What follows belongs to an exercise in optimizing a design on an open flow for small area and a short achievable clock period; a production flow would make more cautious choices. No functional check of the RTL was part of any run shown here.

==> flow/design.v (outline; a module is shown in full before it is edited, if it fits) <==
// module sin_cos: 3656 lines
module sin_cos (
  input clock, input [15:0] angle, output [15:0] cos, output [15:0] sin);
  // ...
==> flow/run.sh <==
#!/bin/bash
# synth_recipe.tcl (not shown) runs the flow's synth.tcl, then flattens the netlist and writes it again
# the make line also repeats each setting of config.mk as NAME=value (left out here)
make -C /OpenROAD-flow-scripts/flow DESIGN_CONFIG=/design/flow/config.mk WORK_HOME=/design/flow/orfs CLKGATE_MAP_FILE= SYNTH_SCRIPT=/design/flow/synth_recipe.tcl finish
==> flow/config.mk <==
export PLATFORM = sky130hd
export DESIGN_NAME = sin_cos
export DESIGN_NICKNAME = sin_cos
export VERILOG_FILES = /design/flow/design.v
export SDC_FILE = /design/flow/constraint.sdc
export NUM_CORES = 4
export LEC_CHECK = 0
export ABC_CLOCK_PERIOD_IN_PS = 2700
export CAP_MARGIN = 20
export CORE_MARGIN = 2
export CORE_UTILIZATION = 40
export CTS_BUF_LIST = sky130_fd_sc_hd__clkbuf_4 sky130_fd_sc_hd__clkbuf_8
export CTS_CLUSTER_DIAMETER = 60
export CTS_CLUSTER_SIZE = 30
export SETUP_SLACK_MARGIN = 3.75
export SLEW_MARGIN = 20
==> flow/constraint.sdc <==
create_clock -name core_clock -period 6.5 [get_ports {clock}]
set_input_delay 1.3000 -clock core_clock [delete_from_list [all_inputs] [get_ports {clock}]]
set_output_delay 1.3000 -clock core_clock [all_outputs]
set_load 0.01 [all_outputs]
==> summary.txt, run 1 <==
The run finished with no timing, DRC or antenna violations. The die extent in x is about 340 um. The post-route fraction of the period consumed by the critical path is 0.455. Among the stages of the critical path, the cell type that occurs most often is sky130_fd_sc_hd__inv_2. The met2 usage in global routing came out at 0.320. The core area came out at roughly 0.11 sq mm. The commonest cells after synthesis are sky130_fd_sc_hd__dfxtp_1 (825), sky130_fd_sc_hd__inv_1 (459), sky130_fd_sc_hd__xnor2_1 (371), sky130_fd_sc_hd__nand2_1 (316), sky130_fd_sc_hd__ha_1 (306).

Dividing the detail-routed wire length by the instance count gives about 17 um. The met1 track utilization from global routing came out at 0.218. Yosys attributes the largest share of cell area to sky130_fd_sc_hd__dfxtp_1 (38%), sky130_fd_sc_hd__fa_1 (13%), sky130_fd_sc_hd__ha_1 (8.7%). Entering global routing, the biggest net connects a little over 70 pins.

The total global-route track usage is 0.179. The root buffer cell is sky130_fd_sc_hd__clkbuf_8. The fraction of final cell area spent on clock buffers and inverters in this run is 0.0362.

The layout multi-input combinational cell count is between 2k and 3k. The total half-perimeter wirelength after legalization and detailed placement is roughly 68 mm. Across the whole layout, storage elements account for between 0.015 and 0.02 sq mm. The peak per-stage delay on the critical path is 0.54 ns. The net count of the mapped netlist is roughly 5.0k. The critical-path cell with the highest stage delay is sky130_fd_sc_hd__fa_1. The most common cell in the synthesized netlist is sky130_fd_sc_hd__dfxtp_1. TritonCTS built the clock tree. The number of resized instances in the post-cts repair step came out at about 310. The multi-input gate share of total cell area came out at 0.520.

Clock skew on the completed layout was measured at between 0.07 and 0.08 ns. Of the post-synthesis cell area, the dominant cell type holds 0.377. The number of cells on the critical path is 13. The worst hold path begins at e3_12$_DFF_P_.

Summed over all layers, the global routing overflow is 0. The buffer levels on the longest clock path came out at 3. The overall die height is 335 um. For this run, the register share of the synthesized area comes to 0.377. The worst setup path is of the flop to flop kind.
==> run 2: changes to the inputs <==
--- a/flow/design.v
+++ b/flow/design.v
@@ -80,380 +80,351 @@
 reg e6_7; always @(posedge clock) e6_7 <= e6_6;
 reg e6_8; always @(posedge clock) e6_8 <= e6_7;
 reg e6_9; always @(posedge clock) e6_9 <= e6_8;
 reg e6_10; always @(posedge clock) e6_10 <= e6_9;
 reg e6_11; always @(posedge clock) e6_11 <= e6_10;
 reg e6_12; always @(posedge clock) e6_12 <= e6_11;
 reg e6_13; always @(posedge clock) e6_13 <= e6_12;
 reg e6_14; always @(posedge clock) e6_14 <= e6_13;
-wire c1 = (angle[14:0] >= 15'd19344);
-wire [14:0] r2n = angle[14:0] - ((c1 ? 15'd19344 : 15'd0));
+wire [15:0] d1 = {1'b0, angle[14:0]} - 16'd19344;
+wire c1 = ~d1[15];
+wire [14:0] r2n = c1 ? d1[14:0] : angle[14:0];
 reg [14:0] r2; always @(posedge clock) r2 <= r2n[14:0];
 reg e1_0; always @(posedge clock) e1_0 <= c1;
-wire c2 = (r2 >= 15'd10221);
-wire [14:0] r3n = r2 - ((c2 ? 15'd10221 : 15'd0));
+wire [15:0] d2 = {1'b0, r2} - 16'd10221;
+wire c2 = ~d2[15];
+wire [14:0] r3n = c2 ? d2[14:0] : r2;
 reg [13:0] r3; always @(posedge clock) r3 <= r3n[13:0];
 reg e2_1; always @(posedge clock) e2_1 <= c2;
-wire c3 = (r3 >= 14'd5188);
-wire [13:0] r4n = r3 - ((c3 ? 14'd5188 : 14'd0));
+wire [14:0] d3 = {1'b0, r3} - 15'd5188;
+wire c3 = ~d3[14];
+wire [13:0] r4n = c3 ? d3[13:0] : r3;
 reg [12:0] r4; always @(posedge clock) r4 <= r4n[12:0];
 reg e3_2; always @(posedge clock) e3_2 <= c3;
-wire c4 = (r4 >= 13'd2604);
-wire [12:0] r5n = r4 - ((c4 ? 13'd2604 : 13'd0));
+wire [13:0] d4 = {1'b0, r4} - 14'd2604;
+wire c4 = ~d4[13];
+wire [12:0] r5n = c4 ? d4[12:0] : r4;
 reg [11:0] r5; always @(posedge clock) r5 <= r5n[11:0];
 reg e4_3; always @(posedge clock) e4_3 <= c4;
-wire c5 = (r5 >= 12'd1303);
-wire [11:0] r6n = r5 - ((c5 ? 12'd1303 : 12'd0));
+wire [12:0] d5 = {1'b0, r5} - 13'd1303;
+wire c5 = ~d5[12];
+wire [11:0] r6n = c5 ? d5[11:0] : r5;
 reg [10:0] r6; always @(posedge clock) r6 <= r6n[10:0];
 reg e5_4; always @(posedge clock) e5_4 <= c5;
-wire c6 = (r6 >= 11'd652);
-wire [10:0] r7n = r6 - ((c6 ? 11'd652 : 11'd0));
+wire [11:0] d6 = {1'b0, r6} - 12'd652;
+wire c6 = ~d6[11];
+wire [10:0] r7n = c6 ? d6[10:0] : r6;
 reg [9:0] r7; always @(posedge clock) r7 <= r7n[9:0];
 reg e6_5; always @(posedge clock) e6_5 <= c6;
-wire c7 = (r7 >= 10'd326);
-wire [9:0] r8n = r7 - ((c7 ? 10'd326 : 10'd0));
+wire [10:0] d7 = {1'b0, r7} - 11'd326;
+wire c7 = ~d7[10];
+wire [9:0] r8n = c7 ? d7[9:0] : r7;
 reg [8:0] r8; always @(posedge clock) r8 <= r8n[8:0];
 reg e7_6; always @(posedge clock) e7_6 <= c7;
-wire c8 = (r8 >= 9'd163);
-wire [8:0] r9n = r8 - ((c8 ? 9'd163 : 9'd0));
+wire [9:0] d8 = {1'b0, r8} - 10'd163;
+wire c8 = ~d8[9];
+wire [8:0] r9n = c8 ? d8[8:0] : r8;
 reg [7:0] r9; always @(posedge clock) r9 <= r9n[7:0];
 reg e8_7; always @(posedge clock) e8_7 <= c8;
-wire c9 = (r9 >= 8'd81);
-wire [7:0] r10n = r9 - ((c9 ? 8'd81 : 8'd0));
+wire [8:0] d9 = {1'b0, r9} - 9'd81;
+wire c9 = ~d9[8];
+wire [7:0] r10n = c9 ? d9[7:0] : r9;
 reg [6:0] r10; always @(posedge clock) r10 <= r10n[6:0];
 reg e9_8; always @(posedge clock) e9_8 <= c9;
-wire c10 = (r10 >= 7'd41);
-wire [6:0] r11n = r10 - ((c10 ? 7'd41 : 7'd0));
+wire [7:0] d10 = {1'b0, r10} - 8'd41;
+wire c10 = ~d10[7];
+wire [6:0] r11n = c10 ? d10[6:0] : r10;
 reg [5:0] r11; always @(posedge clock) r11 <= r11n[5:0];
 reg e10_9; always @(posedge clock) e10_9 <= c10;
-wire c11 = (r11 >= 6'd20);
-wire [5:0] r12n = r11 - ((c11 ? 6'd20 : 6'd0));
+wire [6:0] d11 = {1'b0, r11} - 7'd20;
+wire c11 = ~d11[6];
+wire [5:0] r12n = c11 ? d11[5:0] : r11;
 reg [4:0] r12; always @(posedge clock) r12 <= r12n[4:0];
 reg e11_10; always @(posedge clock) e11_10 <= c11;
-wire c12 = (r12 >= 5'd10);
-wire [4:0] r13n = r12 - ((c12 ? 5'd10 : 5'd0));
+wire [5:0] d12 = {1'b0, r12} - 6'd10;
+wire c12 = ~d12[5];
+wire [4:0] r13n = c12 ? d12[4:0] : r12;
 reg [3:0] r13; always @(posedge clock) r13 <= r13n[3:0];
 reg e12_11; always @(posedge clock) e12_11 <= c12;
-wire c13 = (r13 >= 4'd5);
-wire [3:0] r14n = r13 - ((c13 ? 4'd5 : 4'd0));
+wire [4:0] d13 = {1'b0, r13} - 5'd5;
+wire c13 = ~d13[4];
+wire [3:0] r14n = c13 ? d13[3:0] : r13;
 reg [2:0] r14; always @(posedge clock) r14 <= r14n[2:0];
 reg e13_12; always @(posedge clock) e13_12 <= c13;
-wire c14 = (r14 >= 3'd3);
-wire [2:0] r15n = r14 - ((c14 ? 3'd3 : 3'd0));
+wire [3:0] d14 = {1'b0, r14} - 4'd3;
+wire c14 = ~d14[3];
+wire [2:0] r15n = c14 ? d14[2:0] : r14;
 reg [1:0] r15; always @(posedge clock) r15 <= r15n[1:0];
 reg e14_13; always @(posedge clock) e14_13 <= c14;
 wire c15 = (r15 >= 2'd1);
 reg e15_14; always @(posedge clock) e15_14 <= c15;
-reg [16:0] x6n, y6n;
-always @* case ({e5_4, e4_4, e3_4, e2_4, e1_4, e0_4})
-  6'd0: begin x6n = 17'd65536; y6n = 17'd0; end
-  6'd1: begin x6n = 17'd65536; y6n = 17'd65536; end
-  6'd2: begin x6n = 17'd65536; y6n = 17'd32768; end
-  6'd3: begin x6n = 17'd32768; y6n = 17'd98304; end
-  6'd4: begin x6n = 17'd65536; y6n = 17'd16384; end
-  6'd5: begin x6n = 17'd49152; y6n = 17'd81920; end
-  6'd6: begin x6n = 17'd57344; y6n = 17'd49152; end
-  6'd7: begin x6n = 17'd8192; y6n = 17'd106496; end
-  6'd8: begin x6n = 17'd65536; y6n = 17'd8192; end
-  6'd9: begin x6n = 17'd57344; y6n = 17'd73728; end
-  6'd10: begin x6n = 17'd61440; y6n = 17'd40960; end
-  6'd11: begin x6n = 17'd20480; y6n = 17'd102400; end
-  6'd12: begin x6n = 17'd63488; y6n = 17'd24576; end
-  6'd13: begin x6n = 17'd38912; y6n = 17'd88064; end
-  6'd14: begin x6n = 17'd51200; y6n = 17'd56320; end
-  6'd15: begin x6n = 17'd0; y6n = 17'd107520; end
-  6'd16: begin x6n = 17'd65536; y6n = 17'd4096; end
-  6'd17: begin x6n = 17'd61440; y6n = 17'd69632; end
-  6'd18: begin x6n = 17'd63488; y6n = 17'd36864; end
-  6'd19: begin x6n = 17'd26624; y6n = 17'd100352; end
-  6'd20: begin x6n = 17'd64512; y6n = 17'd20480; end
-  6'd21: begin x6n = 17'd44032; y6n = 17'd84992; end
-  6'd22: begin x6n = 17'd54272; y6n = 17'd52736; end
-  6'd23: begin x6n = 17'd1536; y6n = 17'd107008; end
-  6'd24: begin x6n = 17'd65024; y6n = 17'd12288; end
-  6'd25: begin x6n = 17'd52736; y6n = 17'd77312; end
-  6'd26: begin x6n = 17'd58880; y6n = 17'd44800; end
-  6'd27: begin x6n = 17'd14080; y6n = 17'd103680; end
-  6'd28: begin x6n = 17'd61952; y6n = 17'd28544; end
-  6'd29: begin x6n = 17'd33408; y6n = 17'd90496; end
-  6'd30: begin x6n = 17'd47680; y6n = 17'd59520; end
-  6'd31: begin x6n = 17'd0; y6n = 17'd107520; end
-  6'd32: begin x6n = 17'd65536; y6n = 17'd2048; end
-  6'd33: begin x6n = 17'd63488; y6n = 17'd67584; end
-  6'd34: begin x6n = 17'd64512; y6n = 17'd34816; end
-  6'd35: begin x6n = 17'd29696; y6n = 17'd99328; end
-  6'd36: begin x6n = 17'd65024; y6n = 17'd18432; end
-  6'd37: begin x6n = 17'd46592; y6n = 17'd83456; end
-  6'd38: begin x6n = 17'd55808; y6n = 17'd50944; end
-  6'd39: begin x6n = 17'd4864; y6n = 17'd106752; end
-  6'd40: begin x6n = 17'd65280; y6n = 17'd10240; end
-  6'd41: begin x6n = 17'd55040; y6n = 17'd75520; end
-  6'd42: begin x6n = 17'd60160; y6n = 17'd42880; end
-  6'd43: begin x6n = 17'd17280; y6n = 17'd103040; end
-  6'd44: begin x6n = 17'd62720; y6n = 17'd26560; end
-  6'd45: begin x6n = 17'd36160; y6n = 17'd89280; end
-  6'd46: begin x6n = 17'd49440; y6n = 17'd57920; end
-  6'd47: begin x6n = 17'd0; y6n = 17'd107520; end
-  6'd48: begin x6n = 17'd65408; y6n = 17'd6144; end
-  6'd49: begin x6n = 17'd59264; y6n = 17'd71552; end
-  6'd50: begin x6n = 17'd62336; y6n = 17'd38848; end
-  6'd51: begin x6n = 17'd23488; y6n = 17'd101184; end
-  6'd52: begin x6n = 17'd63872; y6n = 17'd22496; end
-  6'd53: begin x6n = 17'd41376; y6n = 17'd86368; end
-  6'd54: begin x6n = 17'd52624; y6n = 17'd54432; end
-  6'd55: begin x6n = 17'd0; y6n = 17'd107056; end
-  6'd56: begin x6n = 17'd64640; y6n = 17'd14320; end
-  6'd57: begin x6n = 17'd50320; y6n = 17'd78960; end
-  6'd58: begin x6n = 17'd57480; y6n = 17'd46640; end
-  6'd59: begin x6n = 17'd10840; y6n = 17'd104120; end
-  6'd60: begin x6n = 17'd61060; y6n = 17'd30480; end
-  6'd61: begin x6n = 17'd30580; y6n = 17'd91540; end
-  6'd62: begin x6n = 17'd45820; y6n = 17'd61010; end
-  6'd63: begin x6n = 17'd0; y6n = 17'd107520; end
-  default: begin x6n = 17'd0; y6n = 17'd0; end
+reg [16:0] x7n, y7n;
+always @* case ({e6_5, e5_5, e4_5, e3_5, e2_5, e1_5, e0_5})
+  7'd0: x7n = 17'd65536;
+  7'd1: x7n = 17'd65536;
+  7'd2: x7n = 17'd65536;
+  7'd3: x7n = 17'd32768;
+  7'd4: x7n = 17'd65536;
+  7'd5: x7n = 17'd49152;
+  7'd6: x7n = 17'd57344;
+  7'd7: x7n = 17'd8192;
+  7'd8: x7n = 17'd65536;
+  7'd9: x7n = 17'd57344;
+  7'd10: x7n = 17'd61440;
+  7'd11: x7n = 17'd20480;
+  7'd12: x7n = 17'd63488;
+  7'd13: x7n = 17'd38912;
+  7'd14: x7n = 17'd51200;
+  7'd15: x7n = 17'd0;
+  7'd16: x7n = 17'd65536;
+  7'd17: x7n = 17'd61440;
+  7'd18: x7n = 17'd63488;
+  7'd19: x7n = 17'd26624;
+  7'd20: x7n = 17'd64512;
+  7'd21: x7n = 17'd44032;
+  7'd22: x7n = 17'd54272;
+  7'd23: x7n = 17'd1536;
+  7'd24: x7n = 17'd65024;
+  7'd25: x7n = 17'd52736;
+  7'd26: x7n = 17'd58880;
+  7'd27: x7n = 17'd14080;
+  7'd28: x7n = 17'd61952;
+  7'd29: x7n = 17'd33408;
+  7'd30: x7n = 17'd47680;
+  7'd31: x7n = 17'd0;
+  7'd32: x7n = 17'd65536;
+  7'd33: x7n = 17'd63488;
+  7'd34: x7n = 17'd64512;
+  7'd35: x7n = 17'd29696;
+  7'd36: x7n = 17'd65024;
+  7'd37: x7n = 17'd46592;
+  7'd38: x7n = 17'd55808;
+  7'd39: x7n = 17'd4864;
+  7'd40: x7n = 17'd65280;
+  7'd41: x7n = 17'd55040;
+  7'd42: x7n = 17'd60160;
+  7'd43: x7n = 17'd17280;
+  7'd44: x7n = 17'd62720;
+  7'd45: x7n = 17'd36160;
+  7'd46: x7n = 17'd49440;
+  7'd47: x7n = 17'd0;
+  7'd48: x7n = 17'd65408;
+  7'd49: x7n = 17'd59264;
+  7'd50: x7n = 17'd62336;
+  7'd51: x7n = 17'd23488;
+  7'd52: x7n = 17'd63872;
+  7'd53: x7n = 17'd41376;
+  7'd54: x7n = 17'd52624;
+  7'd55: x7n = 17'd0;
+  7'd56: x7n = 17'd64640;
+  7'd57: x7n = 17'd50320;
+  7'd58: x7n = 17'd57480;
+  7'd59: x7n = 17'd10840;
+  7'd60: x7n = 17'd61060;
+  7'd61: x7n = 17'd30580;
+  7'd62: x7n = 17'd45820;
+  7'd63: x7n = 17'd0;
+  7'd64: x7n = 17'd65536;
+  7'd65: x7n = 17'd64512;
+  7'd66: x7n = 17'd65024;
+  7'd67: x7n = 17'd31232;
+  7'd68: x7n = 17'd65280;
+  7'd69: x7n = 17'd47872;
+  7'd70: x7n = 17'd56576;
+  7'd71: x7n = 17'd6528;
+  7'd72: x7n = 17'd65408;
+  7'd73: x7n = 17'd56192;
+  7'd74: x7n = 17'd60800;
+  7'd75: x7n = 17'd18880;
+  7'd76: x7n = 17'd63104;
+  7'd77: x7n = 17'd37536;
+  7'd78: x7n = 17'd50320;
+  7'd79: x7n = 17'd0;
+  7'd80: x7n = 17'd65472;
+  7'd81: x7n = 17'd60352;
+  7'd82: x7n = 17'd62912;
+  7'd83: x7n = 17'd25056;
+  7'd84: x7n = 17'd64192;
+  7'd85: x7n = 17'd42704;
+  7'd86: x7n = 17'd53448;
+  7'd87: x7n = 17'd0;
+  7'd88: x7n = 17'd64832;
+  7'd89: x7n = 17'd51528;
+  7'd90: x7n = 17'd58180;
+  7'd91: x7n = 17'd12460;
+  7'd92: x7n = 17'd61506;
+  7'd93: x7n = 17'd31994;
+  7'd94: x7n = 17'd46750;
+  7'd95: x7n = 17'd0;
+  7'd96: x7n = 17'd65504;
+  7'd97: x7n = 17'd62432;
+  7'd98: x7n = 17'd63968;
+  7'd99: x7n = 17'd28144;
+  7'd100: x7n = 17'd64736;
+  7'd101: x7n = 17'd45288;
+  7'd102: x7n = 17'd55012;
+  7'd103: x7n = 17'd3196;
+  7'd104: x7n = 17'd65120;
+  7'd105: x7n = 17'd53860;
+  7'd106: x7n = 17'd59490;
+  7'd107: x7n = 17'd15670;
+  7'd108: x7n = 17'd62305;
+  7'd109: x7n = 17'd34765;
+  7'd110: x7n = 17'd48535;
+  7'd111: x7n = 17'd0;
+  7'd112: x7n = 17'd65312;
+  7'd113: x7n = 17'd58146;
+  7'd114: x7n = 17'd61729;
+  7'd115: x7n = 17'd21907;
+  7'd116: x7n = 17'd63521;
+  7'd117: x7n = 17'd40027;
+  7'd118: x7n = 17'd51774;
+  7'd119: x7n = 17'd0;
+  7'd120: x7n = 17'd64417;
+  7'd121: x7n = 17'd49087;
+  7'd122: x7n = 17'd56752;
+  7'd123: x7n = 17'd9214;
+  7'd124: x7n = 17'd60584;
+  7'd125: x7n = 17'd29150;
+  7'd126: x7n = 17'd44867;
+  7'd127: x7n = 17'd0;
+  default: x7n = 17'd0;
+endcase
+always @* case ({e6_5, e5_5, e4_5, e3_5, e2_5, e1_5, e0_5})
+  7'd0: y7n = 17'd0;
+  7'd1: y7n = 17'd65536;
+  7'd2: y7n = 17'd32768;
+  7'd3: y7n = 17'd98304;
+  7'd4: y7n = 17'd16384;
+  7'd5: y7n = 17'd81920;
+  7'd6: y7n = 17'd49152;
+  7'd7: y7n = 17'd106496;
+  7'd8: y7n = 17'd8192;
+  7'd9: y7n = 17'd73728;
+  7'd10: y7n = 17'd40960;
+  7'd11: y7n = 17'd102400;
+  7'd12: y7n = 17'd24576;
+  7'd13: y7n = 17'd88064;
+  7'd14: y7n = 17'd56320;
+  7'd15: y7n = 17'd107520;
+  7'd16: y7n = 17'd4096;
+  7'd17: y7n = 17'd69632;
+  7'd18: y7n = 17'd36864;
+  7'd19: y7n = 17'd100352;
+  7'd20: y7n = 17'd20480;
+  7'd21: y7n = 17'd84992;
+  7'd22: y7n = 17'd52736;
+  7'd23: y7n = 17'd107008;
+  7'd24: y7n = 17'd12288;
+  7'd25: y7n = 17'd77312;
+  7'd26: y7n = 17'd44800;
+  7'd27: y7n = 17'd103680;
+  7'd28: y7n = 17'd28544;
+  7'd29: y7n = 17'd90496;
+  7'd30: y7n = 17'd59520;
+  7'd31: y7n = 17'd107520;
+  7'd32: y7n = 17'd2048;
+  7'd33: y7n = 17'd67584;
+  7'd34: y7n = 17'd34816;
+  7'd35: y7n = 17'd99328;
+  7'd36: y7n = 17'd18432;
+  7'd37: y7n = 17'd83456;
+  7'd38: y7n = 17'd50944;
+  7'd39: y7n = 17'd106752;
+  7'd40: y7n = 17'd10240;
+  7'd41: y7n = 17'd75520;
+  7'd42: y7n = 17'd42880;
+  7'd43: y7n = 17'd103040;
+  7'd44: y7n = 17'd26560;
+  7'd45: y7n = 17'd89280;
+  7'd46: y7n = 17'd57920;
+  7'd47: y7n = 17'd107520;
+  7'd48: y7n = 17'd6144;
+  7'd49: y7n = 17'd71552;
+  7'd50: y7n = 17'd38848;
+  7'd51: y7n = 17'd101184;
+  7'd52: y7n = 17'd22496;
+  7'd53: y7n = 17'd86368;
+  7'd54: y7n = 17'd54432;
+  7'd55: y7n = 17'd107056;
+  7'd56: y7n = 17'd14320;
+  7'd57: y7n = 17'd78960;
+  7'd58: y7n = 17'd46640;
+  7'd59: y7n = 17'd104120;
+  7'd60: y7n = 17'd30480;
+  7'd61: y7n = 17'd91540;
+  7'd62: y7n = 17'd61010;
+  7'd63: y7n = 17'd107520;
+  7'd64: y7n = 17'd1024;
+  7'd65: y7n = 17'd66560;
+  7'd66: y7n = 17'd33792;
+  7'd67: y7n = 17'd98816;
+  7'd68: y7n = 17'd17408;
+  7'd69: y7n = 17'd82688;
+  7'd70: y7n = 17'd50048;
+  7'd71: y7n = 17'd106624;
+  7'd72: y7n = 17'd9216;
+  7'd73: y7n = 17'd74624;
+  7'd74: y7n = 17'd41920;
+  7'd75: y7n = 17'd102720;
+  7'd76: y7n = 17'd25568;
+  7'd77: y7n = 17'd88672;
+  7'd78: y7n = 17'd57120;
+  7'd79: y7n = 17'd107520;
+  7'd80: y7n = 17'd5120;
+  7'd81: y7n = 17'd70592;
+  7'd82: y7n = 17'd37856;
+  7'd83: y7n = 17'd100768;
+  7'd84: y7n = 17'd21488;
+  7'd85: y7n = 17'd85680;
+  7'd86: y7n = 17'd53584;
+  7'd87: y7n = 17'd107032;
+  7'd88: y7n = 17'd13304;
+  7'd89: y7n = 17'd78136;
+  7'd90: y7n = 17'd45720;
+  7'd91: y7n = 17'd103900;
+  7'd92: y7n = 17'd29512;
+  7'd93: y7n = 17'd91018;
+  7'd94: y7n = 17'd60265;
+  7'd95: y7n = 17'd107520;
+  7'd96: y7n = 17'd3072;
+  7'd97: y7n = 17'd68576;
+  7'd98: y7n = 17'd35824;
+  7'd99: y7n = 17'd99792;
+  7'd100: y7n = 17'd19448;
+  7'd101: y7n = 17'd84184;
+  7'd102: y7n = 17'd51816;
+  7'd103: y7n = 17'd106828;
+  7'd104: y7n = 17'd11260;
+  7'd105: y7n = 17'd76380;
+  7'd106: y7n = 17'd43820;
+  7'd107: y7n = 17'd103310;
+  7'd108: y7n = 17'd27540;
+  7'd109: y7n = 17'd89845;
+  7'd110: y7n = 17'd58692;
+  7'd111: y7n = 17'd107520;
+  7'd112: y7n = 17'd7166;
+  7'd113: y7n = 17'd72478;
+  7'd114: y7n = 17'd39822;
+  7'd115: y7n = 17'd101551;
+  7'd116: y7n = 17'd23494;
+  7'd117: y7n = 17'd87014;
+  7'd118: y7n = 17'd55254;
+  7'd119: y7n = 17'd107056;
+  7'd120: y7n = 17'd15330;
+  7'd121: y7n = 17'd79746;
+  7'd122: y7n = 17'd47538;
+  7'd123: y7n = 17'd104289;
+  7'd124: y7n = 17'd31434;
+  7'd125: y7n = 17'd92017;
+  7'd126: y7n = 17'd61725;
+  7'd127: y7n = 17'd107520;
+  default: y7n = 17'd0;
 endcase
-reg [16:0] x6, y6;
-always @(posedge clock) begin x6 <= x6n; y6 <= y6n; end
-wire ax6_1 = x6[0] & ~(e6_5 & y6[6]);
-wire ax6_2 = x6[1] & ~(e6_5 & y6[7]);
-wire ax6_3 = x6[2] & ~(e6_5 & y6[8]);
-wire ax6_4 = x6[3] & ~(e6_5 & y6[9]);
-wire ax6_5 = x6[4] & ~(e6_5 & y6[10]);
-wire ax6_6 = x6[5] & ~(e6_5 & y6[11]);
-wire ax6_7 = x6[6] & ~(e6_5 & y6[12]);
-wire ax6_8 = x6[7] & ~(e6_5 & y6[13]);
-wire ax6_9 = x6[8] & ~(e6_5 & y6[14]);
-wire ax6_10 = x6[9] & ~(e6_5 & y6[15]);
-wire ax6_11 = x6[10] & ~(e6_5 & y6[16]);
-wire ax6_12 = x6[11] & 1'b1;
-wire ax6_13 = x6[12] & 1'b1;
-wire ax6_14 = x6[13] & 1'b1;
-wire ax6_15 = x6[14] & 1'b1;
-wire ax6_16 = x6[15] & 1'b1;
-wire ax6_17 = x6[16] & 1'b1;
-wire ax6_18 = x6[0] ^ ~(e6_5 & y6[6]);
-wire ax6_19 = x6[1] ^ ~(e6_5 & y6[7]);
-wire ax6_20 = x6[2] ^ ~(e6_5 & y6[8]);
-wire ax6_21 = x6[3] ^ ~(e6_5 & y6[9]);
-wire ax6_22 = x6[4] ^ ~(e6_5 & y6[10]);
-wire ax6_23 = x6[5] ^ ~(e6_5 & y6[11]);
-wire ax6_24 = x6[6] ^ ~(e6_5 & y6[12]);
-wire ax6_25 = x6[7] ^ ~(e6_5 & y6[13]);
-wire ax6_26 = x6[8] ^ ~(e6_5 & y6[14]);
-wire ax6_27 = x6[9] ^ ~(e6_5 & y6[15]);
-wire ax6_28 = x6[10] ^ ~(e6_5 & y6[16]);
-wire ax6_29 = x6[11] ^ 1'b1;
-wire ax6_30 = x6[12] ^ 1'b1;
-wire ax6_31 = x6[13] ^ 1'b1;
-wire ax6_32 = x6[14] ^ 1'b1;
-wire ax6_33 = x6[15] ^ 1'b1;
-wire ax6_34 = x6[16] ^ 1'b1;
-wire ax6_35 = ax6_1 | (ax6_18 & 1'b1);
-wire ax6_36 = ax6_2 | (ax6_19 & ax6_35);
-wire ax6_37 = ax6_19 & ax6_18;
-wire ax6_38 = ax6_4 | (ax6_21 & ax6_3);
-wire ax6_39 = ax6_21 & ax6_20;
-wire ax6_40 = ax6_6 | (ax6_23 & ax6_5);
-wire ax6_41 = ax6_23 & ax6_22;
-wire ax6_42 = ax6_8 | (ax6_25 & ax6_7);
-wire ax6_43 = ax6_25 & ax6_24;
-wire ax6_44 = ax6_10 | (ax6_27 & ax6_9);
-wire ax6_45 = ax6_27 & ax6_26;
-wire ax6_46 = ax6_12 | (ax6_29 & ax6_11);
-wire ax6_47 = ax6_29 & ax6_28;
-wire ax6_48 = ax6_14 | (ax6_31 & ax6_13);
-wire ax6_49 = ax6_31 & ax6_30;
-wire ax6_50 = ax6_16 | (ax6_33 & ax6_15);
-wire ax6_51 = ax6_33 & ax6_32;
-wire ax6_52 = ax6_3 | (ax6_20 & ax6_36);
-wire ax6_53 = ax6_20 & ax6_37;
-wire ax6_54 = ax6_38 | (ax6_39 & ax6_36);
-wire ax6_55 = ax6_39 & ax6_37;
-wire ax6_56 = ax6_7 | (ax6_24 & ax6_40);
-wire ax6_57 = ax6_24 & ax6_41;
-wire ax6_58 = ax6_42 | (ax6_43 & ax6_40);
-wire ax6_59 = ax6_43 & ax6_41;
-wire ax6_60 = ax6_11 | (ax6_28 & ax6_44);
-wire ax6_61 = ax6_28 & ax6_45;
-wire ax6_62 = ax6_46 | (ax6_47 & ax6_44);
-wire ax6_63 = ax6_47 & ax6_45;
-wire ax6_64 = ax6_15 | (ax6_32 & ax6_48);
-wire ax6_65 = ax6_32 & ax6_49;
-wire ax6_66 = ax6_50 | (ax6_51 & ax6_48);
-wire ax6_67 = ax6_51 & ax6_49;
-wire ax6_68 = ax6_5 | (ax6_22 & ax6_54);
-wire ax6_69 = ax6_22 & ax6_55;
-wire ax6_70 = ax6_40 | (ax6_41 & ax6_54);
-wire ax6_71 = ax6_41 & ax6_55;
-wire ax6_72 = ax6_56 | (ax6_57 & ax6_54);
-wire ax6_73 = ax6_57 & ax6_55;
-wire ax6_74 = ax6_58 | (ax6_59 & ax6_54);
-wire ax6_75 = ax6_59 & ax6_55;
-wire ax6_76 = ax6_13 | (ax6_30 & ax6_62);
-wire ax6_77 = ax6_30 & ax6_63;
-wire ax6_78 = ax6_48 | (ax6_49 & ax6_62);
-wire ax6_79 = ax6_49 & ax6_63;
-wire ax6_80 = ax6_64 | (ax6_65 & ax6_62);
-wire ax6_81 = ax6_65 & ax6_63;
-wire ax6_82 = ax6_66 | (ax6_67 & ax6_62);
-wire ax6_83 = ax6_67 & ax6_63;
-wire ax6_84 = ax6_9 | (ax6_26 & ax6_74);
-wire ax6_85 = ax6_26 & ax6_75;
-wire ax6_86 = ax6_44 | (ax6_45 & ax6_74);
-wire ax6_87 = ax6_45 & ax6_75;
-wire ax6_88 = ax6_60 | (ax6_61 & ax6_74);
-wire ax6_89 = ax6_61 & ax6_75;
-wire ax6_90 = ax6_62 | (ax6_63 & ax6_74);
-wire ax6_91 = ax6_63 & ax6_75;
-wire ax6_92 = ax6_76 | (ax6_77 & ax6_74);
-wire ax6_93 = ax6_77 & ax6_75;
-wire ax6_94 = ax6_78 | (ax6_79 & ax6_74);
-wire ax6_95 = ax6_79 & ax6_75;
-wire ax6_96 = ax6_80 | (ax6_81 & ax6_74);
-wire ax6_97 = ax6_81 & ax6_75;
-wire ax6_98 = ax6_82 | (ax6_83 & ax6_74);
-wire ax6_99 = ax6_83 & ax6_75;
-wire ax6_100 = ax6_17 | (ax6_34 & ax6_98);
-wire ax6_101 = ax6_34 & ax6_99;
-wire ax6_102 = ax6_18 ^ 1'b1;
-wire ax6_103 = ax6_19 ^ ax6_35;
-wire ax6_104 = ax6_20 ^ ax6_36;
-wire ax6_105 = ax6_21 ^ ax6_52;
-wire ax6_106 = ax6_22 ^ ax6_54;
-wire ax6_107 = ax6_23 ^ ax6_68;
-wire ax6_108 = ax6_24 ^ ax6_70;
-wire ax6_109 = ax6_25 ^ ax6_72;
-wire ax6_110 = ax6_26 ^ ax6_74;
-wire ax6_111 = ax6_27 ^ ax6_84;
-wire ax6_112 = ax6_28 ^ ax6_86;
-wire ax6_113 = ax6_29 ^ ax6_88;
-wire ax6_114 = ax6_30 ^ ax6_90;
-wire ax6_115 = ax6_31 ^ ax6_92;
-wire ax6_116 = ax6_32 ^ ax6_94;
-wire ax6_117 = ax6_33 ^ ax6_96;
-wire ax6_118 = ax6_34 ^ ax6_98;
-wire ay6_1 = y6[0] & (e6_5 & x6[6]);
-wire ay6_2 = y6[1] & (e6_5 & x6[7]);
-wire ay6_3 = y6[2] & (e6_5 & x6[8]);
-wire ay6_4 = y6[3] & (e6_5 & x6[9]);
-wire ay6_5 = y6[4] & (e6_5 & x6[10]);
-wire ay6_6 = y6[5] & (e6_5 & x6[11]);
-wire ay6_7 = y6[6] & (e6_5 & x6[12]);
-wire ay6_8 = y6[7] & (e6_5 & x6[13]);
-wire ay6_9 = y6[8] & (e6_5 & x6[14]);
-wire ay6_10 = y6[9] & (e6_5 & x6[15]);
-wire ay6_11 = y6[10] & (e6_5 & x6[16]);
-wire ay6_12 = y6[11] & 1'b0;
-wire ay6_13 = y6[12] & 1'b0;
-wire ay6_14 = y6[13] & 1'b0;
-wire ay6_15 = y6[14] & 1'b0;
-wire ay6_16 = y6[15] & 1'b0;
-wire ay6_17 = y6[16] & 1'b0;
-wire ay6_18 = y6[0] ^ (e6_5 & x6[6]);
-wire ay6_19 = y6[1] ^ (e6_5 & x6[7]);
-wire ay6_20 = y6[2] ^ (e6_5 & x6[8]);
-wire ay6_21 = y6[3] ^ (e6_5 & x6[9]);
-wire ay6_22 = y6[4] ^ (e6_5 & x6[10]);
-wire ay6_23 = y6[5] ^ (e6_5 & x6[11]);
-wire ay6_24 = y6[6] ^ (e6_5 & x6[12]);
-wire ay6_25 = y6[7] ^ (e6_5 & x6[13]);
-wire ay6_26 = y6[8] ^ (e6_5 & x6[14]);
-wire ay6_27 = y6[9] ^ (e6_5 & x6[15]);
-wire ay6_28 = y6[10] ^ (e6_5 & x6[16]);
-wire ay6_29 = y6[11] ^ 1'b0;
-wire ay6_30 = y6[12] ^ 1'b0;
-wire ay6_31 = y6[13] ^ 1'b0;
-wire ay6_32 = y6[14] ^ 1'b0;
-wire ay6_33 = y6[15] ^ 1'b0;
-wire ay6_34 = y6[16] ^ 1'b0;
-wire ay6_35 = ay6_2 | (ay6_19 & ay6_1);
-wire ay6_36 = ay6_19 & ay6_18;
-wire ay6_37 = ay6_4 | (ay6_21 & ay6_3);
-wire ay6_38 = ay6_21 & ay6_20;
-wire ay6_39 = ay6_6 | (ay6_23 & ay6_5);
-wire ay6_40 = ay6_23 & ay6_22;
-wire ay6_41 = ay6_8 | (ay6_25 & ay6_7);
-wire ay6_42 = ay6_25 & ay6_24;
-wire ay6_43 = ay6_10 | (ay6_27 & ay6_9);
-wire ay6_44 = ay6_27 & ay6_26;
-wire ay6_45 = ay6_12 | (ay6_29 & ay6_11);
-wire ay6_46 = ay6_29 & ay6_28;
-wire ay6_47 = ay6_14 | (ay6_31 & ay6_13);
-wire ay6_48 = ay6_31 & ay6_30;
-wire ay6_49 = ay6_16 | (ay6_33 & ay6_15);
-wire ay6_50 = ay6_33 & ay6_32;
-wire ay6_51 = ay6_3 | (ay6_20 & ay6_35);
-wire ay6_52 = ay6_20 & ay6_36;
-wire ay6_53 = ay6_37 | (ay6_38 & ay6_35);
-wire ay6_54 = ay6_38 & ay6_36;
-wire ay6_55 = ay6_7 | (ay6_24 & ay6_39);
-wire ay6_56 = ay6_24 & ay6_40;
-wire ay6_57 = ay6_41 | (ay6_42 & ay6_39);
-wire ay6_58 = ay6_42 & ay6_40;
-wire ay6_59 = ay6_11 | (ay6_28 & ay6_43);
-wire ay6_60 = ay6_28 & ay6_44;
-wire ay6_61 = ay6_45 | (ay6_46 & ay6_43);
-wire ay6_62 = ay6_46 & ay6_44;
-wire ay6_63 = ay6_15 | (ay6_32 & ay6_47);
-wire ay6_64 = ay6_32 & ay6_48;
-wire ay6_65 = ay6_49 | (ay6_50 & ay6_47);
-wire ay6_66 = ay6_50 & ay6_48;
-wire ay6_67 = ay6_5 | (ay6_22 & ay6_53);
-wire ay6_68 = ay6_22 & ay6_54;
-wire ay6_69 = ay6_39 | (ay6_40 & ay6_53);
-wire ay6_70 = ay6_40 & ay6_54;
-wire ay6_71 = ay6_55 | (ay6_56 & ay6_53);
-wire ay6_72 = ay6_56 & ay6_54;
-wire ay6_73 = ay6_57 | (ay6_58 & ay6_53);
-wire ay6_74 = ay6_58 & ay6_54;
-wire ay6_75 = ay6_13 | (ay6_30 & ay6_61);
-wire ay6_76 = ay6_30 & ay6_62;
-wire ay6_77 = ay6_47 | (ay6_48 & ay6_61);
-wire ay6_78 = ay6_48 & ay6_62;
-wire ay6_79 = ay6_63 | (ay6_64 & ay6_61);
-wire ay6_80 = ay6_64 & ay6_62;
-wire ay6_81 = ay6_65 | (ay6_66 & ay6_61);
-wire ay6_82 = ay6_66 & ay6_62;
-wire ay6_83 = ay6_9 | (ay6_26 & ay6_73);
-wire ay6_84 = ay6_26 & ay6_74;
-wire ay6_85 = ay6_43 | (ay6_44 & ay6_73);
-wire ay6_86 = ay6_44 & ay6_74;
-wire ay6_87 = ay6_59 | (ay6_60 & ay6_73);
-wire ay6_88 = ay6_60 & ay6_74;
-wire ay6_89 = ay6_61 | (ay6_62 & ay6_73);
-wire ay6_90 = ay6_62 & ay6_74;
-wire ay6_91 = ay6_75 | (ay6_76 & ay6_73);
-wire ay6_92 = ay6_76 & ay6_74;
-wire ay6_93 = ay6_77 | (ay6_78 & ay6_73);
-wire ay6_94 = ay6_78 & ay6_74;
-wire ay6_95 = ay6_79 | (ay6_80 & ay6_73);
-wire ay6_96 = ay6_80 & ay6_74;
-wire ay6_97 = ay6_81 | (ay6_82 & ay6_73);
-wire ay6_98 = ay6_82 & ay6_74;
-wire ay6_99 = ay6_17 | (ay6_34 & ay6_97);
-wire ay6_100 = ay6_34 & ay6_98;
-wire ay6_101 = ay6_19 ^ ay6_1;
-wire ay6_102 = ay6_20 ^ ay6_35;
-wire ay6_103 = ay6_21 ^ ay6_51;
-wire ay6_104 = ay6_22 ^ ay6_53;
-wire ay6_105 = ay6_23 ^ ay6_67;
-wire ay6_106 = ay6_24 ^ ay6_69;
-wire ay6_107 = ay6_25 ^ ay6_71;
-wire ay6_108 = ay6_26 ^ ay6_73;
-wire ay6_109 = ay6_27 ^ ay6_83;
-wire ay6_110 = ay6_28 ^ ay6_85;
-wire ay6_111 = ay6_29 ^ ay6_87;
-wire ay6_112 = ay6_30 ^ ay6_89;
-wire ay6_113 = ay6_31 ^ ay6_91;
-wire ay6_114 = ay6_32 ^ ay6_93;
-wire ay6_115 = ay6_33 ^ ay6_95;
-wire ay6_116 = ay6_34 ^ ay6_97;
-wire [16:0] x7n = {ax6_118, ax6_117, ax6_116, ax6_115, ax6_114, ax6_113, ax6_112, ax6_111, ax6_110, ax6_109, ax6_108, ax6_107, ax6_106, ax6_105, ax6_104, ax6_103, ax6_102};
-wire [16:0] y7n = {ay6_116, ay6_115, ay6_114, ay6_113, ay6_112, ay6_111, ay6_110, ay6_109, ay6_108, ay6_107, ay6_106, ay6_105, ay6_104, ay6_103, ay6_102, ay6_101, ay6_18};
 reg [16:0] x7, y7;
 always @(posedge clock) begin x7 <= x7n; y7 <= y7n; end
 wire ax7_1 = x7[0] & ~(e7_6 & y7[7]);
 wire ax7_2 = x7[1] & ~(e7_6 & y7[8]);
 wire ax7_3 = x7[2] & ~(e7_6 & y7[9]);
 wire ax7_4 = x7[3] & ~(e7_6 & y7[10]);
 wire ax7_5 = x7[4] & ~(e7_6 & y7[11]);
 wire ax7_6 = x7[5] & ~(e7_6 & y7[12]);
==> flow/config.mk (replaced) <==
export PLATFORM = sky130hd
export DESIGN_NAME = sin_cos
export DESIGN_NICKNAME = sin_cos
export VERILOG_FILES = /design/flow/design.v
export SDC_FILE = /design/flow/constraint.sdc
export NUM_CORES = 4
export LEC_CHECK = 0
export ABC_CLOCK_PERIOD_IN_PS = 2700
export CAP_MARGIN = 20
export CORE_MARGIN = 2
export CORE_UTILIZATION = 40
export SETUP_SLACK_MARGIN = 3.75
export SLEW_MARGIN = 20
==> run 2 against run 1 <==
Net effect:
- flip-flop and latch count is 31 lower
- cell count rose by 0.98%
- hold slack better by 0.011 ns
- first-iteration DRC count rose by 41%
- worst setup slack got worse by 0.21 ns
- non-clock buffer count up 97
- largest cell class unchanged
==> summary.txt, run 2 <==
The kind of capture point of the worst setup path is a flop (unchanged). The post-synth design cell area came out at 0.0428 sq mm (was 0.0438 sq mm).

The net count of the mapped netlist is 4943 (was 5015). The time the final worst path needs with I/O delays and setup is 3.16 ns (was 2.96 ns). The root buffer cell is sky130_fd_sc_hd__clkbuf_16 (was sky130_fd_sc_hd__clkbuf_8). Crit path cell chain: fa_1 > ha_4 > a211oi_2 > o211ai_1 > a211o_1 > o31a_1 > o31ai_4 > o21ai_2 > buf_4 > buf_6 > o31ai_4 > xnor2_1 (was inv_2 > fa_1 > inv_2 > ha_4 > a21oi_2 > o21ai_2 > o211ai_1 > a31oi_4 > a311oi_4 > buf_4 > buf_6 > o21bai_4 > xor2_1). The synthesis-to-layout area growth is 19.3% (was 14.5%). The total congestion overflow after global routing is 0 (unchanged). The total global-route track usage came out at 0.187 (was 0.179).

The share of synthesized cell area in and, or, nand and nor gates came to 0.0946 (was 0.0978). The start of the worst register-to-register path is pc_h1[13]$_DFF_P_ (was ps_h1[6]$_DFF_P_). The final net count came out at 5049 (was 5047). The I/O pin count is 49 (unchanged). The setup slack after layout is 3.34 ns (was 3.54 ns). The cell taking the most area after synthesis is sky130_fd_sc_hd__dfxtp_1 (unchanged). The number of antenna cells inserted came to 0 (was 2). The average wire length per cell after detail routing was 17.9 um (was 17.2 um). The global routing met3 resource utilization is 0.0298 (was 0.0295). The maximum operating frequency came to 0.316 GHz (was 0.338 GHz). The TritonCTS clock tree was built (unchanged). The prevailing post-synth register cell is sky130_fd_sc_hd__dfxtp_1 (unchanged). The top cell type's share of synthesized area is 0.371 (was 0.377). The die extent in x came out at 331 um (was 335 um). The top cell family by delay on the critical path is compound AO/OA/AOI/OAI gates (unchanged). The commonest non-fill, non-tap cell in the layout is sky130_fd_sc_hd__dfxtp_1 (unchanged). The number of flops mapped to enable cells by yosys is 0 (unchanged). The startpoint of the tightest hold check path is e3_11$_DFF_P_ (was e3_12$_DFF_P_). The count of yosys warnings during synthesis came out at 1 (unchanged). The post-synthesis adder-cell area fraction was 0.202 (was 0.217). The main combinational cell family by area after synthesis was adder cells (unchanged). The number of I/O port buffers came to 48 (unchanged).

The clock-pin slew on the worst setup and hold paths is 0.06 ns (was 0.12 ns). The mean area per synthesized cell came out at 9.73 sq um (was 9.94 sq um). The buffers plus inverters on the worst setup path is 2 (was 4).

The final non-filler cell area came to 0.0511 sq mm (was 0.0502 sq mm). The worst-case reg-to-reg path depth is 12 (was 13). The post-route fraction of the period consumed by the critical path came to 0.487 (was 0.455). The clock latency on the worst-skew pair came out at 0.67 ns (was 0.77 ns). The transition time at the pin with the least slew margin came out at 0.992 ns (was 1.04 ns).

Run status: finished clean (unchanged). The instance count along the most critical hold path came to 0 (unchanged). The total half-perimeter wirelength after legalization and detailed placement came out at 69.1 mm (was 68.5 mm). Top post-synthesis cells by count: sky130_fd_sc_hd__dfxtp_1 (794), sky130_fd_sc_hd__inv_1 (424), sky130_fd_sc_hd__xnor2_1 (395), sky130_fd_sc_hd__nand2_1 (337), sky130_fd_sc_hd__fa_1 (271) (was sky130_fd_sc_hd__dfxtp_1 (825), sky130_fd_sc_hd__inv_1 (459), sky130_fd_sc_hd__xnor2_1 (371), sky130_fd_sc_hd__nand2_1 (316), sky130_fd_sc_hd__ha_1 (306)). The cell type with the highest occurrence count on the critical path was sky130_fd_sc_hd__o31ai_4 (was sky130_fd_sc_hd__inv_2). The quantity of hold-fixing buffers added after cts is 0 (unchanged). The starting density of the core came out at 0.402 (was 0.403). The share of the synthesized area in compound gates (AO/OA/AOI/OAI) is 0.142 (was 0.125).

The setup slack of the worst register-to-register path came out at 3.34 ns (was 3.54 ns). The first-pass GRT wire length came to 166 mm (was 162 mm). The peak per-stage delay on the critical path is 0.60 ns (was 0.54 ns). The global-route layer with the greatest usage is met2 (unchanged). Setup repair after global routing missed its margin: yes (unchanged). The number of storage elements in the synthesis netlist was 794 (was 825). The maximum level of the CTS H-tree is 3 (unchanged). The highest net fanout along the worst path came out at 3 (was 5). The overall die height came out at 331 um (was 335 um).

The number of iterations in the first detailed-routing pass is 6 (was 5). The DRC violation total after the first TritonRoute iteration is 2436 (was 1726). The floorplan row count is 120 (was 121). The post-detailed-placement cell area came out at 0.0446 sq mm (was 0.0456 sq mm).

The capture endpoint of the worst hold path was e3_12$_DFF_P_ (was e3_13$_DFF_P_). The met1 track utilization from global routing came out at 0.221 (was 0.218). The type of the most critical hold path is flop to flop (unchanged). The critical path class is flop to flop (unchanged). The arrival time of data at the critical path endpoint came out at 3.74 ns (was 3.59 ns). The end of the worst register-to-register path is cos_r[13]$_DFF_P_ (was sin_r[7]$_DFF_P_).

The number of hold violations in the final report came out at 0 (unchanged). Registers with the most flip-flops: pc_h0: 32 flops, ps_h0: 32 flops, ps_h1: 31 flops (unchanged). The number of instances in the synthesized netlist is 4401 (was 4411). The core area came out at 0.107 sq mm (was 0.109 sq mm). The critical path launch point type is a flop (unchanged). The total vias in the final route came out at 31.1k (was 30.1k).

The via count normalized by instance count came to 5.21 (was 5.08). The worst clock skew on the final layout was 0.0394 ns (was 0.0771 ns). The relative slew slack came out at 0.338 (was 0.306). The final total negative setup slack came out at 0 ns (unchanged). The number of global-route vias before repair came out at 31.3k (was 30.6k). The data required time at the worst endpoint came to 7.08 ns (was 7.13 ns).

The post-route antenna net violation count is 0 (unchanged). The number of antenna violations at the first check in global routing came out at 1 (was 2). The number of endpoints failing setup at the final stage is 0 (unchanged). The DRC violation count after routing is 0 (unchanged).

The routability-driven placement congestion ratio is 0.907 (was 0.873). The async set-reset flop share out of synthesis came out at 0 (unchanged).

The number of clock buffers inserted by TritonCTS is 86 (was 75). The post-detailed-routing wire length was 107 mm (was 102 mm). The sequential-to-total area share from yosys stat came out at 0.371 (was 0.377).

The maximum number of pins on one net before global-route repair came out at 85 (was 71). Leading cell types in the layout, fill and taps excluded: sky130_fd_sc_hd__dfxtp_1 (708), sky130_fd_sc_hd__inv_1 (399), sky130_fd_sc_hd__xnor2_1 (385) (was sky130_fd_sc_hd__dfxtp_1 (723), sky130_fd_sc_hd__inv_1 (444), sky130_fd_sc_hd__xnor2_1 (367)). The synthesized-area fraction occupied by xor and xnor cells was 0.117 (was 0.115).

The met2 usage in global routing is 0.336 (was 0.320). The critical-path cell with the highest stage delay is sky130_fd_sc_hd__fa_1 (unchanged). The filler cell count came out at 9859 (was 10.1k).

The pre-CTS worst setup slack is 3.08 ns (was 2.67 ns). The count of final max-slew check failures is 0 (unchanged). The mux contribution to synthesized area is 0.0114 (was 0.00876). The TritonCTS sink count came to 794 (was 825). The number of maximum-capacitance constraint violations was 0 (unchanged). Largest cells by area after synthesis: sky130_fd_sc_hd__dfxtp_1 (37%), sky130_fd_sc_hd__fa_1 (13%), sky130_fd_sc_hd__xnor2_1 (8.1%) (was sky130_fd_sc_hd__dfxtp_1 (38%), sky130_fd_sc_hd__fa_1 (13%), sky130_fd_sc_hd__ha_1 (8.7%)). The distinct cell type count after synthesis came out at 92 (was 83). The buffer levels on the longest clock path is 3 (unchanged). The die footprint came out at 0.110 sq mm (was 0.112 sq mm). The most common cell in the synthesized netlist was sky130_fd_sc_hd__dfxtp_1 (unchanged).

The layout cell share with drive strength beyond 1 is 0.167 (was 0.145).
==> run 2: timing repair <==
action | in CTS | in global routing
setup endpoints to repair | 256 | 187
resized for setup | 288 | 221
gates cloned | 0 | 8
buffers inserted | 113 | 83
pin swaps | 82 | 116
==> run 2: how the worst max path moves through the flow <==
stage | start | cells after the start | end
3_5_place_dp | e10_9$_DFF_P_ | 13 | x11[16]$_DFF_P_
3_3_place_gp | e10_9$_DFF_P_ | 13 | x11[16]$_DFF_P_
4_1_cts | pc_h1[13]$_DFF_P_ | 11 | cos_r[15]$_DFF_P_
6_report | pc_h1[13]$_DFF_P_ | 12 | cos_r[13]$_DFF_P_
5_1_grt | pc_h1[13]$_DFF_P_ | 11 | cos_r[15]$_DFF_P_
2_1_floorplan | e12_11$_DFF_P_ | 14 | x13[16]$_DFF_P_
==> run 2: per-layer routing <==
| metal | share of wire | up-vias |
|---|---|---|
| li1 | - | 14877 |
| met1 | 0.39 | 14868 |
| met2 | 0.50 | 1104 |
| met3 | 0.064 | 294 |
| met4 | 0.045 | 0 |
| met5 | 0 | - |
==> run 2: metrics by stage <==
stage | hold WS (ns) | util | instances
CTS | 0.323 | 0.463 | 5888
detailed placement | 0.312 | 0.418 | 5618
global placement | 0.310 | 0.418 | 5618
floorplan | 0.310 | - | 4401
finish | 0.322 | 0.479 | 5979
global route | 0.323 | 0.479 | 5979
==> run 2: worst reg2reg max path: stages, from the launching register on <==
cell and delay, ns:
sky130_fd_sc_hd__dfxtp_1 0.31, sky130_fd_sc_hd__fa_1 0.60, sky130_fd_sc_hd__ha_4 0.22, sky130_fd_sc_hd__a211oi_2 0.20, sky130_fd_sc_hd__o211ai_1 0.12, sky130_fd_sc_hd__a211o_1 0.28, sky130_fd_sc_hd__o31a_1 0.41, sky130_fd_sc_hd__o31ai_4 0.27
sky130_fd_sc_hd__o21ai_2 0.11, sky130_fd_sc_hd__buf_4 0.14, sky130_fd_sc_hd__buf_6 0.12, sky130_fd_sc_hd__o31ai_4 0.18, sky130_fd_sc_hd__xnor2_1 0.16
==> run 2: area by class of cell <==
type / instances / area (sq um) / area share
Tap cell: 1403 / 1760 / 0.0344
Sequential cell: 794 / 16100 / 0.315
Clock inverter: 44 / 629 / 0.0123
Timing Repair Buffer: 288 / 2850 / 0.0557
Clock buffer: 113 / 2430 / 0.0477
Multi-Input combinational cell: 2896 / 25600 / 0.502
Inverter: 441 / 1690 / 0.0331
==> run 2: kinds of logic (layout without fill, tap and decap cells) <==
family                   after synthesis  after routing
AO/OA/AOI/OAI                        897            897
XOR/XNOR                             570            570
multiplexers                          41             41
AND/OR/NAND/NOR                      858            858
flip-flops                           794            794
adder cells (fa/ha/maj)              530            530
buffers and inverters                711            886
==> run 3: changes to the inputs <==
--- a/flow/config.mk
+++ b/flow/config.mk
@@ -9,5 +9,8 @@
 export CAP_MARGIN = 20
 export CORE_MARGIN = 2
 export CORE_UTILIZATION = 40
+export CTS_BUF_LIST = sky130_fd_sc_hd__clkbuf_8
+export CTS_CLUSTER_DIAMETER = 45
+export CTS_CLUSTER_SIZE = 20
 export SETUP_SLACK_MARGIN = 3.75
 export SLEW_MARGIN = 20
==> run 3 against run 2 <==
Net effect:
- still clean
- routed wire length is 0.91% lower
- sequential share of layout area grew 0.44 points
- first-iteration DRC count down 2.7%
- die area is the same
- core utilization is 0.64 points lower
- maximum frequency up 0.95%
- cell area fell by 1.3%
- highest routed layer unchanged
==> summary.txt, run 3 <==
The total half-perimeter wirelength after legalization and detailed placement came to 69.1 mm (unchanged). The number of flops mapped to enable cells by yosys is 0 (unchanged). The peak per-stage delay on the critical path is 0.59 ns (was 0.60 ns).

The distinct cell type count after synthesis is 92 (unchanged). The floorplan row count came out at 120 (unchanged). The critical path launch point type is a flop (unchanged).

The number of storage elements in the synthesis netlist came out at 794 (unchanged). The post-route antenna net violation count is 0 (unchanged). The total global-route track usage is 0.186 (was 0.187).

The maximum operating frequency is 0.319 GHz (was 0.316 GHz). The buffers plus inverters on the worst setup path came out at 1 (was 2). The post-detailed-routing wire length is 106 mm (was 107 mm).

The transition time at the pin with the least slew margin came out at 0.936 ns (was 0.992 ns). The relative slew slack came to 0.375 (was 0.338). The DRC violation count after routing came out at 0 (unchanged). The data required time at the worst endpoint is 7.18 ns (was 7.08 ns). The TritonCTS sink count came out at 794 (unchanged). The layout cell share with drive strength beyond 1 is 0.177 (was 0.167). Run status: finished clean (unchanged). The die extent in x was 331 um (unchanged). The number of maximum-capacitance constraint violations came to 0 (unchanged). Setup repair after global routing missed its margin: yes (unchanged). The buffer levels on the longest clock path is 3 (unchanged).

Crit path cell chain: fa_1 > ha_4 > a211oi_2 > o211ai_1 > a211o_1 > o31a_1 > buf_6 > o31ai_4 > o21ai_2 > o41ai_2 > o21ba_1 > xnor2_1 (was fa_1 > ha_4 > a211oi_2 > o211ai_1 > a211o_1 > o31a_1 > o31ai_4 > o21ai_2 > buf_4 > buf_6 > o31ai_4 > xnor2_1). The worst clock skew on the final layout is 0.0533 ns (was 0.0394 ns). The count of yosys warnings during synthesis is 1 (unchanged). The time the final worst path needs with I/O delays and setup came out at 3.13 ns (was 3.16 ns).

The root buffer cell is sky130_fd_sc_hd__clkbuf_8 (was sky130_fd_sc_hd__clkbuf_16). The prevailing post-synth register cell was sky130_fd_sc_hd__dfxtp_1 (unchanged).

The number of I/O port buffers is 48 (unchanged). Registers with the most flip-flops: pc_h0: 32 flops, ps_h0: 32 flops, ps_h1: 31 flops (unchanged). The maximum number of pins on one net before global-route repair is 85 (unchanged). The number of antenna violations at the first check in global routing is 3 (was 1). Top post-synthesis cells by count: sky130_fd_sc_hd__dfxtp_1 (794), sky130_fd_sc_hd__inv_1 (424), sky130_fd_sc_hd__xnor2_1 (395), sky130_fd_sc_hd__nand2_1 (337), sky130_fd_sc_hd__fa_1 (271) (unchanged).

The number of clock buffers inserted by TritonCTS was 101 (was 86). The top cell family by delay on the critical path is compound AO/OA/AOI/OAI gates (unchanged). The routability-driven placement congestion ratio came out at 0.907 (unchanged).

The critical-path cell with the highest stage delay is sky130_fd_sc_hd__fa_1 (unchanged). The async set-reset flop share out of synthesis came out at 0 (unchanged). The final total negative setup slack is 0 ns (unchanged). The net count of the mapped netlist was 4943 (unchanged). The final net count came out at 5064 (was 5049). The kind of capture point of the worst setup path is a flop (unchanged). The overall die height came out at 331 um (unchanged). The number of global-route vias before repair came out at 31.3k (about the same). The top cell type's share of synthesized area was 0.371 (unchanged).

The highest net fanout along the worst path came out at 3 (unchanged). The number of endpoints failing setup at the final stage came out at 0 (unchanged). The arrival time of data at the critical path endpoint is 3.81 ns (was 3.74 ns). The post-route fraction of the period consumed by the critical path is 0.482 (was 0.487). The I/O pin count is 49 (unchanged). The clock-pin slew on the worst setup and hold paths came to 0.09 ns (was 0.06 ns). The commonest non-fill, non-tap cell in the layout is sky130_fd_sc_hd__dfxtp_1 (unchanged). The filler-free cell count of the finished design is 6013 (was 5979). The first-pass GRT wire length is 165 mm (was 166 mm). The filler cell count is 10.0k (was 9859). The maximum level of the CTS H-tree is 3 (unchanged). The placed cell count is 5618 (unchanged).

The clock latency on the worst-skew pair came out at 0.79 ns (was 0.67 ns). The post-synth design cell area came out at 0.0428 sq mm (unchanged). Leading cell types in the layout, fill and taps excluded: sky130_fd_sc_hd__dfxtp_1 (709), sky130_fd_sc_hd__inv_1 (407), sky130_fd_sc_hd__xnor2_1 (382) (was sky130_fd_sc_hd__dfxtp_1 (708), sky130_fd_sc_hd__inv_1 (399), sky130_fd_sc_hd__xnor2_1 (385)). The TritonCTS clock tree is built (unchanged). The number of iterations in the first detailed-routing pass came to 6 (unchanged). The most common cell in the synthesized netlist is sky130_fd_sc_hd__dfxtp_1 (unchanged).

The count of final max-slew check failures is 0 (unchanged). The synthesis-to-layout area growth is 17.7% (was 19.3%). The register cell area after layout is 0.0161 sq mm (about the same). The mean area per synthesized cell is 9.73 sq um (unchanged). The via count normalized by instance count is 5.20 (was 5.21).

The critical path class is flop to flop (unchanged). The type of the most critical hold path is flop to flop (unchanged). The number of instances in the synthesized netlist came out at 4401 (unchanged). The average wire length per cell after detail routing came out at 17.6 um (was 17.9 um). The die footprint is 0.110 sq mm (unchanged).

The sequential-to-total area share from yosys stat is 0.371 (unchanged). The total vias in the final route is 31.3k (was 31.1k). The total congestion overflow after global routing is 0 (unchanged). The DRC violation total after the first TritonRoute iteration came out at 2371 (was 2436). The starting density of the core came to 0.402 (unchanged). The combined area of the multi-input logic cells came out at 0.0257 sq mm (was 0.0256 sq mm).

The cell taking the most area after synthesis is sky130_fd_sc_hd__dfxtp_1 (unchanged). The quantity of hold-fixing buffers added after cts is 0 (unchanged). Largest cells by area after synthesis: sky130_fd_sc_hd__dfxtp_1 (37%), sky130_fd_sc_hd__fa_1 (13%), sky130_fd_sc_hd__xnor2_1 (8.1%) (unchanged). The core area came out at 0.107 sq mm (unchanged). The number of hold violations in the final report is 0 (unchanged).
run 3: cell counts after synthesis:
Identical to the previous run, type by type.
run 3: worst paths after layout:
kind / from / endpoint / slack [ns] / cells past startpoint
worst max-delay path: pc_h0[13]$_DFF_P_ / cos_r[15]$_DFF_P_ / 3.37 / 12
worst min-delay path: r4[0]$_DFF_P_ / r5[0]$_DFF_P_ / 0.32 / 0
worst max register to register: pc_h0[13]$_DFF_P_ / cos_r[15]$_DFF_P_ / 3.37 / 12
worst min register to register: r4[0]$_DFF_P_ / r5[0]$_DFF_P_ / 0.32 / 0
run 3: cell families after synthesis:
family | after synthesis | synth area share
AO/OA/AOI/OAI | 897 | 0.142
AND/OR/NAND/NOR | 858 | 0.0946
flip-flops | 794 | 0.371
buffers and inverters | 711 | 0.0623
XOR/XNOR | 570 | 0.117
adder cells (fa/ha/maj) | 530 | 0.202
multiplexers | 41 | 0.0114
run 3: per-layer routing:
layer  track usage  share of wire
met1         0.219           0.39
met2         0.331           0.50
met3        0.0316          0.063
met4        0.0809          0.044
met5             0              0
run 3: final cells by class:
class,count,share of cell area
clock inverters,77,0.0173
flip-flops and latches,794,0.320
clock buffers,112,0.0306
inverters,441,0.0337
repair buffers,288,0.0550
well taps,1403,0.0348
multi-input cells,2896,0.509
diodes,2,0.0000993
run 3: timing repair:
action	4_1_cts	5_1_grt
pin swaps	91	121
endpoints found under the setup margin	254	183
gates cloned	0	5
setup buffers	123	76
gates resized for setup	322	231
run 3: per-stage QoR:
step                instance area [sq um]   util  hold slack [ns]  worst slack (ns)
floorplan                           43200      -            0.310              3.45
global placement                    44600  0.418            0.310              3.15
detailed placement                  44600  0.418            0.312              3.08
CTS                                 48800  0.457            0.313              3.25
global route                        50400  0.473            0.319              3.22
finish                              50400  0.473            0.318              3.37
run 3: worst reg2reg max path, stage by stage (launching register included):
cell	delay, ns
sky130_fd_sc_hd__dfxtp_2	0.33
sky130_fd_sc_hd__fa_1	0.59
sky130_fd_sc_hd__ha_4	0.22
sky130_fd_sc_hd__a211oi_2	0.20
sky130_fd_sc_hd__o211ai_1	0.12
sky130_fd_sc_hd__a211o_1	0.29
sky130_fd_sc_hd__o31a_1	0.25
sky130_fd_sc_hd__buf_6	0.14
sky130_fd_sc_hd__o31ai_4	0.24
sky130_fd_sc_hd__o21ai_2	0.11
sky130_fd_sc_hd__o41ai_2	0.26
sky130_fd_sc_hd__o21ba_1	0.18
sky130_fd_sc_hd__xnor2_1	0.13

[static timing again, ports no longer ideal]
In the flow no input, the clock included, has a driving cell. The finished layouts below were timed again as built, in two steps.
Step 1 assumes that a clkbuf_16 drives the clock port and a buf_2 every other input.
Step 2, shift: input delay + t, output delay - t, t = (earliest + latest rising clock arrival at the registers) / 2. This alone moves slack from input paths to output paths.
Slacks: no drivers / after step 1 / after step 2; pairs: no drivers / after step 1.
run	t (ns)	slack for setup (ns)	worst setup path after step 2	worst register clock-pin slew, ns
run 1	0.795	3.542 / 3.542 / 3.043	input to register	0.13 / 0.13
run 2	0.720	3.336 / 3.336 / 3.336	register to register	0.07 / 0.07
run 3	0.831	3.366 / 3.366 / 3.186	input to register	0.10 / 0.10
After both steps every run listed still meets setup and hold. For run 1, which loses most, drivers alone change the setup slack by 0.000 ns; drivers and shift together by -0.499 ns.
